Background: an optimization exercise with open tools, aiming at small area. Do not read the settings as production practice.
At most, simulation tests tie the RTL to the original design; equivalence was not proved.
The clock port is modelled as an ideal driver, which makes a skipped or thinned clock tree look cheaper than it is; a real chip needs a root buffer or a tree.
Power is estimated from default activity; no workload was simulated.

==> module block_break, before the edit <==
module block_break (CLOCK_50, reset, SW, KEY,
 VGA_R, VGA_G, VGA_B, VGA_BLANK_N, VGA_CLK,
 VGA_HS, VGA_VS, VGA_SYNC_N);
	input CLOCK_50, reset;
	input [2:0] KEY, SW;
	output [7:0] VGA_R, VGA_G, VGA_B;
	output VGA_BLANK_N, VGA_CLK, VGA_HS, VGA_VS, VGA_SYNC_N;
	reg pe;           
	reg [9:0] h;      
	reg [8:0] v;      
	reg [9:0] ca;     
	reg [9:0] cm;     
	reg [8:0] mpy;    
	reg [7:0] col;    
	wire h_end = h[9] & h[8] & (&h[4:0]);                  
	wire game_en = pe & h[9] & ~h[7] & (&h[6:1]) & ~h[0]   
	               & (&v[8:5]);                            
	wire idle = mpy[8] & mpy[7] & mpy[6];
	wire fire = game_en & idle & ~KEY[2];
	wire at_right = ca[9] & ca[8] & ~ca[4] & ~ca[2];       
	wire at_left = ca[9] & ca[6] & ca[5] & ca[3] & ca[1];  
	wire mv_right = game_en & ~KEY[0] & ~at_right;
	wire mv_left = game_en & KEY[0] & ~KEY[1] & ~at_left;
	wire m_le600 = ~(cm[9] & cm[8]) & (cm >= 10'd37);      
	wire hit = (mpy == 9'd99) & m_le600;
	always @(posedge CLOCK_50 or posedge reset)
		if (reset) pe <= 1'b1;
		else pe <= ~pe;
	always @(posedge CLOCK_50 or posedge reset)
		if (reset) h <= 10'd799;
		else if (pe) h <= h_end ? 10'd0 : h + 10'd1;
	always @(posedge CLOCK_50 or posedge reset)
		if (reset) v <= 9'd511;
		else if (pe & h_end) v <= v + 9'd1;
	wire [1:0] ca_k = mv_right ? 2'd0 : mv_left ? 2'd2 : 2'd1;
	wire [10:0] ca_s = ca + ca_k;
	wire ca_wrap = ca[9] & ca[8] & (&ca[4:1]) & (ca[0] ? ca_k != 2'd0 : ca_k == 2'd2);
	always @(posedge CLOCK_50 or posedge reset)
		if (reset) ca <= 10'd459;
		else if (pe) ca <= ca_wrap ? {9'd0, ca[0] & ca_k[1]} : ca_s[9:0];
	wire cm_end = cm[9] & cm[8] & (&cm[4:0]);
	always @(posedge CLOCK_50)
		if (fire) cm <= ca;
		else if (pe) cm <= cm_end ? 10'd0 : cm + 10'd1;
	always @(posedge CLOCK_50 or posedge reset)
		if (reset) mpy[8:6] <= 3'b111;
		else if (game_en) begin
			if (idle) begin
				if (~KEY[2]) mpy[8:6] <= 3'b110;
			end else mpy[8:6] <= mpy[8:6] - {2'b00, mpy[5:0] == 6'd0};
		end
	always @(posedge CLOCK_50)
		if (game_en) begin
			if (idle) begin
				if (~KEY[2]) mpy[5:0] <= 6'b010000;
			end else mpy[5:0] <= mpy[5:0] - 6'd1;
		end
	always @(posedge CLOCK_50 or posedge reset)
		if (reset) col <= 8'hB0;
		else if (game_en & hit & (col != 8'h00)) col <= col - 8'h01;
	wire hvis = ~(h[9] & (h[8] | h[7]));                    
	wire arow = (v >= 9'd400) & (v <= 9'd420);
	wire [4:0] ad = v[5:0] - 6'd16;                         
	wire [5:0] ahs = ca[4:0] + ad;
	wire airplane = arow & (((ca[9:5] == 5'd0) & (ca[4:0] <= ad)) | (ca[9] & ca[8] & ahs[5]));
	wire [8:0] mdv = v - mpy;
	wire mrow = ~idle & (mdv <= 9'd6);                      
	wire [2:0] md = mdv[2:0];
	wire missile = mrow & (((cm[9:3] == 7'd0) & (cm[2:0] < md)) |
	                       (cm[9] & cm[8] & cm[4] & cm[3] & (~cm[2:0] <= md)));
	assign VGA_R = {{4{hvis & airplane}}, 4'h0};
	assign VGA_B = {{4{hvis & missile}}, 4'h0};
	assign VGA_G = (hvis & (v <= 9'd100)) ? col : 8'h00;
	assign VGA_HS = ~((h >= 10'd659) & (h <= 10'd755));
	assign VGA_VS = ~((v == 9'd493) | (v == 9'd494));
	assign VGA_BLANK_N = VGA_HS & VGA_VS;
	assign VGA_CLK = pe;
	assign VGA_SYNC_N = 1'b0;
endmodule
==> flow/config.mk <==
export PLATFORM = sky130hd
export DESIGN_NAME = block_break
export DESIGN_NICKNAME = block_break
export VERILOG_FILES = /design/flow/design.v
export SDC_FILE = /design/flow/constraint.sdc
export NUM_CORES = 4
export LEC_CHECK = 0
export CAP_MARGIN = 20
export CORE_MARGIN = 2
export CORE_UTILIZATION = 40
export SLEW_MARGIN = 20
==> flow/constraint.sdc <==
create_clock -name core_clock -period 20.0 [get_ports {CLOCK_50}]
set_input_delay 4.0000 -clock core_clock [delete_from_list [all_inputs] [get_ports {CLOCK_50}]]
set_output_delay 4.0000 -clock core_clock [all_outputs]
set_load 0.01 [all_outputs]
run.sh (not shown) runs the stock make flow with config.mk's settings and CLKGATE_MAP_FILE= SYNTH_SCRIPT=/design/flow/synth_recipe.tcl, a recipe that flattens the netlist after the stock synthesis.
Change:
==> flow/design.v (replaced) <==
module block_break (CLOCK_50, reset, SW, KEY,
 VGA_R, VGA_G, VGA_B, VGA_BLANK_N, VGA_CLK,
 VGA_HS, VGA_VS, VGA_SYNC_N);
	input CLOCK_50, reset;
	input [2:0] KEY, SW;
	output [7:0] VGA_R, VGA_G, VGA_B;
	output VGA_BLANK_N, VGA_CLK, VGA_HS, VGA_VS, VGA_SYNC_N;
	reg pe;           
	reg [9:0] h;      
	reg [8:0] v;      
	reg [9:0] apx;    
	reg [9:0] mpx;    
	reg [8:0] mpy;    
	reg [7:0] col;    
	wire h_end = h[9] & h[8] & (&h[4:0]);                  
	wire game_en = pe & h[9] & ~h[7] & (&h[6:1]) & ~h[0]   
	               & (&v[8:5]);                            
	wire idle = mpy[8] & mpy[7] & mpy[6];
	wire hit = (mpy == 9'd99) & (mpx <= 10'd600);
	always @(posedge CLOCK_50 or posedge reset)
		if (reset) pe <= 1'b1;
		else pe <= ~pe;
	always @(posedge CLOCK_50 or posedge reset)
		if (reset) h <= 10'd799;
		else if (pe) h <= h_end ? 10'd0 : h + 10'd1;
	always @(posedge CLOCK_50 or posedge reset)
		if (reset) v <= 9'd511;
		else if (pe & h_end) v <= v + 9'd1;
	always @(posedge CLOCK_50 or posedge reset)
		if (reset) apx <= 10'd340;
		else if (game_en) begin
			if (~KEY[0]) begin
				if (~(apx[9] & apx[7] & apx[4] & apx[1] & apx[0])) apx <= apx + 10'd1;
			end else if (~KEY[1]) begin
				if (apx != 10'd20) apx <= apx - 10'd1;
			end
		end
	always @(posedge CLOCK_50 or posedge reset)
		if (reset) mpy[8:6] <= 3'b111;
		else if (game_en) begin
			if (idle) begin
				if (~KEY[2]) mpy[8:6] <= 3'b110;
			end else mpy[8:6] <= mpy[8:6] - {2'b00, mpy[5:0] == 6'd0};
		end
	always @(posedge CLOCK_50)
		if (game_en) begin
			if (idle) begin
				if (~KEY[2]) begin mpy[5:0] <= 6'b010000; mpx <= apx; end
			end else mpy[5:0] <= mpy[5:0] - 6'd1;
		end
	always @(posedge CLOCK_50 or posedge reset)
		if (reset) col <= 8'hB0;
		else if (game_en & hit & (col != 8'h00)) col <= col - 8'h01;
	wire hvis = ~(h[9] & (h[8] | h[7]));                    
	wire [4:0] ad = v[5:0] - 6'd16;
	wire arow = (v >= 9'd400) & (v <= 9'd420);
	wire [10:0] adx = {1'b0, h} - {1'b0, apx};
	wire airplane = arow & ($signed(adx) <= $signed({6'd0, ad})) & ($signed(adx) >= -$signed({6'd0, ad}));
	wire [8:0] mdv = v - mpy;
	wire mrow = ~idle & (mdv <= 9'd6);
	wire [10:0] mdx = {1'b0, h} - {1'b0, mpx};
	wire missile = mrow & ($signed(mdx) <= $signed({8'd0, mdv[2:0]})) & ($signed(mdx) >= -$signed({8'd0, mdv[2:0]}));
	assign VGA_R = {{4{hvis & airplane}}, 4'h0};
	assign VGA_B = {{4{hvis & missile}}, 4'h0};
	assign VGA_G = (hvis & (v <= 9'd100)) ? col : 8'h00;
	assign VGA_HS = ~((h >= 10'd659) & (h <= 10'd755));
	assign VGA_VS = ~((v == 9'd493) | (v == 9'd494));
	assign VGA_BLANK_N = VGA_HS & VGA_VS;
	assign VGA_CLK = pe;
	assign VGA_SYNC_N = 1'b0;
endmodule
Design area increases by a quarter to a third.
Register-to-register slack gains 0.91 ns.
Critical path depth came out higher by 4.
Clock skew stays flat.
Sequential share of layout area decreases by 6.8 points.
Core utilization rose by 0.68 points.
Worst setup slack is worse by 0.65 ns.
Die area increases by a quarter to a third.
Worst hold slack is worse by 0.014 ns.
Wire length went up by well over a third.
Clock-buffer cell count went down by 1.
The RTL of the second run of this note was laid out without a check of its function.


block_break, a different RTL version from the one above (not shown whole).
Size: ~58 flip-flops, about 3000 sq um of cells after synthesis.
==> module block_break, before the edit <==
module block_break (CLOCK_50, reset, SW, KEY,
 VGA_R, VGA_G, VGA_B, VGA_BLANK_N, VGA_CLK,
 VGA_HS, VGA_VS, VGA_SYNC_N);
	input CLOCK_50, reset;
	input [2:0] KEY, SW;
	output [7:0] VGA_R, VGA_G, VGA_B;
	output VGA_BLANK_N, VGA_CLK, VGA_HS, VGA_VS, VGA_SYNC_N;
	localparam [9:0] H0 = 10'd799, CA0 = 10'd459;
	localparam [8:0] V0 = 9'd511;
	localparam [7:0] COL0 = 8'hB0;
	reg pe_q;          
	reg [9:0] h_q;     
	reg [8:0] v_q;     
	reg [9:0] ca_q;    
	reg [9:0] cm;      
	reg mst;           
	reg [8:0] mv;      
	reg [7:0] col_q;   
	wire pe = ~pe_q;
	wire [9:0] h = h_q ^ H0;
	wire [8:0] v = v_q ^ V0;
	wire [9:0] ca = ca_q ^ CA0;
	wire [7:0] col = col_q ^ COL0;
	wire h_end = h[9] & h[8] & (&h[4:0]);                  
	wire line_end = pe & h_end;
	wire game_en = pe & h[9] & ~h[7] & (&h[6:1]) & ~h[0]   
	               & (&v[8:5]);                            
	wire fire = game_en & ~mst & ~KEY[2];
	wire land = game_en & (mv[3:0] == v[3:0]) & (v[4] ? (mv[8:4] == 5'd0) : (mv[8:4] == 5'h1F));
	wire at_right = ca[9] & ca[8] & ~ca[4] & ~ca[2];       
	wire at_left = ca[9] & ca[6] & ca[5] & ca[3] & ca[1];  
	wire mv_right = game_en & ~KEY[0] & ~at_right;
	wire mv_left = game_en & KEY[0] & ~KEY[1] & ~at_left;
	wire h793 = h[9] & h[8] & h[4] & h[3] & ~h[2] & ~h[1] & h[0];   
	wire hit = pe & h793 & (&v) & mst & (mv >= 9'd429) & (mv <= 9'd460) &
	           (cm[9] | cm[8] | (cm[7] & cm[6]));
	always @(posedge CLOCK_50 or posedge reset)
		if (reset) pe_q <= 1'b0;
		else pe_q <= pe;
	always @(posedge CLOCK_50 or posedge reset)
		if (reset) h_q <= 10'd0;
		else h_q <= (line_end ? 10'd0 : h + {9'd0, pe}) ^ H0;
	always @(posedge CLOCK_50 or posedge reset)
		if (reset) v_q <= 9'd0;
		else v_q <= (v + {8'd0, line_end}) ^ V0;
	wire [1:0] ca_k = mv_right ? 2'd0 : mv_left ? 2'd2 : {1'b0, pe};
	wire [10:0] ca_s = ca + ca_k;
	wire ca_wrap = ca[9] & ca[8] & (&ca[4:1]) & (ca[0] ? ca_k != 2'd0 : ca_k == 2'd2);
	always @(posedge CLOCK_50 or posedge reset)
		if (reset) ca_q <= 10'd0;
		else ca_q <= (ca_wrap ? {9'd0, ca[0] & ca_k[1]} : ca_s[9:0]) ^ CA0;
	wire cm_end = cm[9] & cm[8] & (&cm[4:0]);
	always @(posedge CLOCK_50)
		if (fire) cm <= ca;
		else cm <= (pe & cm_end) ? 10'd0 : cm + {9'd0, pe};
	always @(posedge CLOCK_50 or posedge reset)
		if (reset) mst <= 1'b0;
		else if (fire) mst <= 1'b1;
		else if (land) mst <= 1'b0;
	always @(posedge CLOCK_50)
		if (fire) mv <= {4'b0011, v[4:0]};
		else mv <= mv + {8'd0, line_end | game_en};
	always @(posedge CLOCK_50 or posedge reset)
		if (reset) col_q <= 8'd0;
		else col_q <= (col - {7'd0, hit & (col != 8'h00)}) ^ COL0;
	wire hvis = ~(h[9] & (h[8] | h[7]));                    
	wire arow = (v >= 9'd400) & (v <= 9'd420);
	wire [5:0] a_lo = {ca[4], ~ca[4], ca[3:0]};             
	wire [5:0] a_hi = {~ca[4], ca[4], ~ca[3:0]};            
	wire airplane = arow & (((ca[9:5] == 5'd0) & (a_lo <= v[5:0])) |
	                        (ca[9] & ca[8] & (a_hi < v[5:0])));
	wire mrow = mst & (mv[8:3] == 6'b000010) & (mv[2:0] != 3'd7);
	wire [2:0] md = mv[2:0];
	wire missile = mrow & (((cm[9:3] == 7'd0) & (cm[2:0] < md)) |
	                       (cm[9] & cm[8] & cm[4] & cm[3] & (~cm[2:0] <= md)));
	assign VGA_R = {{4{hvis & airplane}}, 4'h0};
	assign VGA_B = {{4{hvis & missile}}, 4'h0};
	assign VGA_G = (hvis & (v <= 9'd100)) ? col : 8'h00;
	assign VGA_HS = ~(h[9] & h[7] & (h[6:0] >= 7'd19) & (h[6:0] <= 7'd115));
	assign VGA_VS = ~((v[8:2] == 7'b1111011) & (v[1] ^ v[0]));    
	assign VGA_BLANK_N = VGA_HS & VGA_VS;
	assign VGA_CLK = pe;
	assign VGA_SYNC_N = 1'b0;
endmodule
clock: 20.0 ns
lec_check: 0
cap_margin: 20
core_margin: 2
core_utilization: 65
slew_margin: 20
standard.sh (not shown) runs the stock make flow with config.mk's settings and CLKGATE_MAP_FILE= SYNTH_SCRIPT=/design/flow/synth_recipe.tcl, a recipe that flattens the netlist after the stock synthesis.
==> flow/flow/run.sh <==
#!/bin/bash
# Layout flow: the standard flow (standard.sh), with three changes:
#  - synthesis maps the logic with an area-oriented ABC script (flow/area.abc)
#    and without Yosys's full/half-adder extraction; everything else in the
#    synthesis (synth_recipe.tcl, ORFS synth.tcl, flip-flop mapping) is unchanged;
#  - the port buffers are buf_1 cells, and the one tie cell that synthesis
#    makes drives all the constant outputs (no repair_tie_fanout);
#  - instead of a CTS tree, the clock port drives one clkbuf_8 per quadrant of
#    flip-flops (flow/cts_pre.tcl, flow/clkbuf.tcl).
set -euo pipefail
F=$(pwd)
rm -rf "$F/scr"
cp -r "$FLOW_HOME/scripts" "$F/scr"
cp "$F/flow/area.abc" "$F/scr/abc_speed.script"
# same synthesis script as the standard flow's, pointed at the copied scripts folder
{
  echo "set ::env(SCRIPTS_DIR) $F/scr"
  echo "set ::env(ADDER_MAP_FILE) {}"
  sed -e "s|\$::env(SCRIPTS_DIR)/synth.tcl|$F/scr/synth.tcl|" synth_recipe.tcl
} > "$F/my_synth.tcl"
sed -e "s|SYNTH_SCRIPT=[^ ]*|SYNTH_SCRIPT=$F/my_synth.tcl|" standard.sh > "$F/my_standard.sh"
bash "$F/my_standard.sh" synth > "$F/synth.log" 2>&1
export BUFFER_PORTS_ARGS="-buffer_cell sky130_fd_sc_hd__buf_1"
export SKIP_REPAIR_TIE_FANOUT=1
export PRE_CTS_TCL="$F/flow/cts_pre.tcl"
bash standard.sh > "$F/layout.log" 2>&1
Other scripts of this flow, unchanged in this note and not shown: flow/flow/area.abc, flow/flow/clkbuf.tcl, flow/flow/cts_pre.tcl
==> next run, changes <==
--- a/flow/design.v
+++ b/flow/design.v
@@ -23,19 +23,19 @@
 	wire [7:0] col = col_q ^ COL0;
 	wire h_end = h[9] & h[8] & (&h[4:0]);                  
 	wire line_end = pe & h_end;
 	wire game_en = pe & h[9] & ~h[7] & (&h[6:1]) & ~h[0]   
 	               & (&v[8:5]);                            
 	wire fire = game_en & ~mst & ~KEY[2];
-	wire land = game_en & (mv[3:0] == v[3:0]) & (v[4] ? (mv[8:4] == 5'd0) : (mv[8:4] == 5'h1F));
+	wire land = game_en & (mv[8:5] == 4'hF) & (mv[4:0] == v[4:0]);  
 	wire at_right = ca[9] & ca[8] & ~ca[4] & ~ca[2];       
 	wire at_left = ca[9] & ca[6] & ca[5] & ca[3] & ca[1];  
 	wire mv_right = game_en & ~KEY[0] & ~at_right;
 	wire mv_left = game_en & KEY[0] & ~KEY[1] & ~at_left;
 	wire h793 = h[9] & h[8] & h[4] & h[3] & ~h[2] & ~h[1] & h[0];   
-	wire hit = pe & h793 & (&v) & mst & (mv >= 9'd429) & (mv <= 9'd460) &
+	wire hit = pe & h793 & (&v) & mst & (mv >= 9'd413) & (mv <= 9'd444) &
 	           (cm[9] | cm[8] | (cm[7] & cm[6]));
 	always @(posedge CLOCK_50 or posedge reset)
 		if (reset) pe_q <= 1'b0;
 		else pe_q <= pe;
 	always @(posedge CLOCK_50 or posedge reset)
 		if (reset) h_q <= 10'd0;
@@ -55,24 +55,24 @@
 		else cm <= (pe & cm_end) ? 10'd0 : cm + {9'd0, pe};
 	always @(posedge CLOCK_50 or posedge reset)
 		if (reset) mst <= 1'b0;
 		else if (fire) mst <= 1'b1;
 		else if (land) mst <= 1'b0;
 	always @(posedge CLOCK_50)
-		if (fire) mv <= {4'b0011, v[4:0]};
+		if (fire) mv <= {3'b001, v[4], ~v[4], v[3:0]};
 		else mv <= mv + {8'd0, line_end | game_en};
 	always @(posedge CLOCK_50 or posedge reset)
 		if (reset) col_q <= 8'd0;
 		else col_q <= (col - {7'd0, hit & (col != 8'h00)}) ^ COL0;
 	wire hvis = ~(h[9] & (h[8] | h[7]));                    
 	wire arow = (v >= 9'd400) & (v <= 9'd420);
 	wire [5:0] a_lo = {ca[4], ~ca[4], ca[3:0]};             
 	wire [5:0] a_hi = {~ca[4], ca[4], ~ca[3:0]};            
 	wire airplane = arow & (((ca[9:5] == 5'd0) & (a_lo <= v[5:0])) |
 	                        (ca[9] & ca[8] & (a_hi < v[5:0])));
-	wire mrow = mst & (mv[8:3] == 6'b000010) & (mv[2:0] != 3'd7);
+	wire mrow = mst & (mv[8:3] == 6'd0) & (mv[2:0] != 3'd7);
 	wire [2:0] md = mv[2:0];
 	wire missile = mrow & (((cm[9:3] == 7'd0) & (cm[2:0] < md)) |
 	                       (cm[9] & cm[8] & cm[4] & cm[3] & (~cm[2:0] <= md)));
 	assign VGA_R = {{4{hvis & airplane}}, 4'h0};
 	assign VGA_B = {{4{hvis & missile}}, 4'h0};
 	assign VGA_G = (hvis & (v <= 9'd100)) ? col : 8'h00;
The new run completed with no timing, DRC or antenna violations.
Worst setup slack loses 46 ps.
Routed wire length barely changes.
Sequential cell count stays the same.
Total power barely changes.
Synthesized area rose by 0.64%.
Sequential power stays flat.
Clock skew stays flat.
Critical path depth grows by 4.
Register-to-register slack loses 690 ps.
Global-route usage goes up by 0.24 points.
Die area climbs by 0.60%.
In every run of this note, the design's own scripts or RTL, not TritonCTS, make the clock network.

[what the ideal ports hide]
No port has a modelled driver above. Below, the same layouts with a new extraction and two added sets of constraints.
Step 1, drivers: a clkbuf_16 drives CLOCK_50 and a buf_2 each remaining input, both assumed.
Step 2, shift: input delay + t, output delay - t, t = (earliest + latest rising clock arrival at the registers) / 2. This alone moves slack from input paths to output paths.
Three values: ideal, step 1, step 2; two values: the first two.
run	shift t [ns]	setup WS [ns]	hold slack, ns
the first run of note 1	0.374	11.853 / 11.823 / 12.197	0.500 / 0.500 / 0.500
the second run of note 1	0.366	11.201 / 11.165 / 11.531	0.486 / 0.486 / 0.486
the first run of note 2	0.200	13.893 / 13.839 / 13.833	0.483 / 0.483 / 0.483
the second run of note 2	0.206	13.847 / 13.786 / 13.826	0.486 / 0.486 / 0.486
After both steps every run listed still meets setup and hold. For the first run of note 2, which loses most, drivers alone change the setup slack by -0.054 ns; drivers and shift together by -0.060 ns.
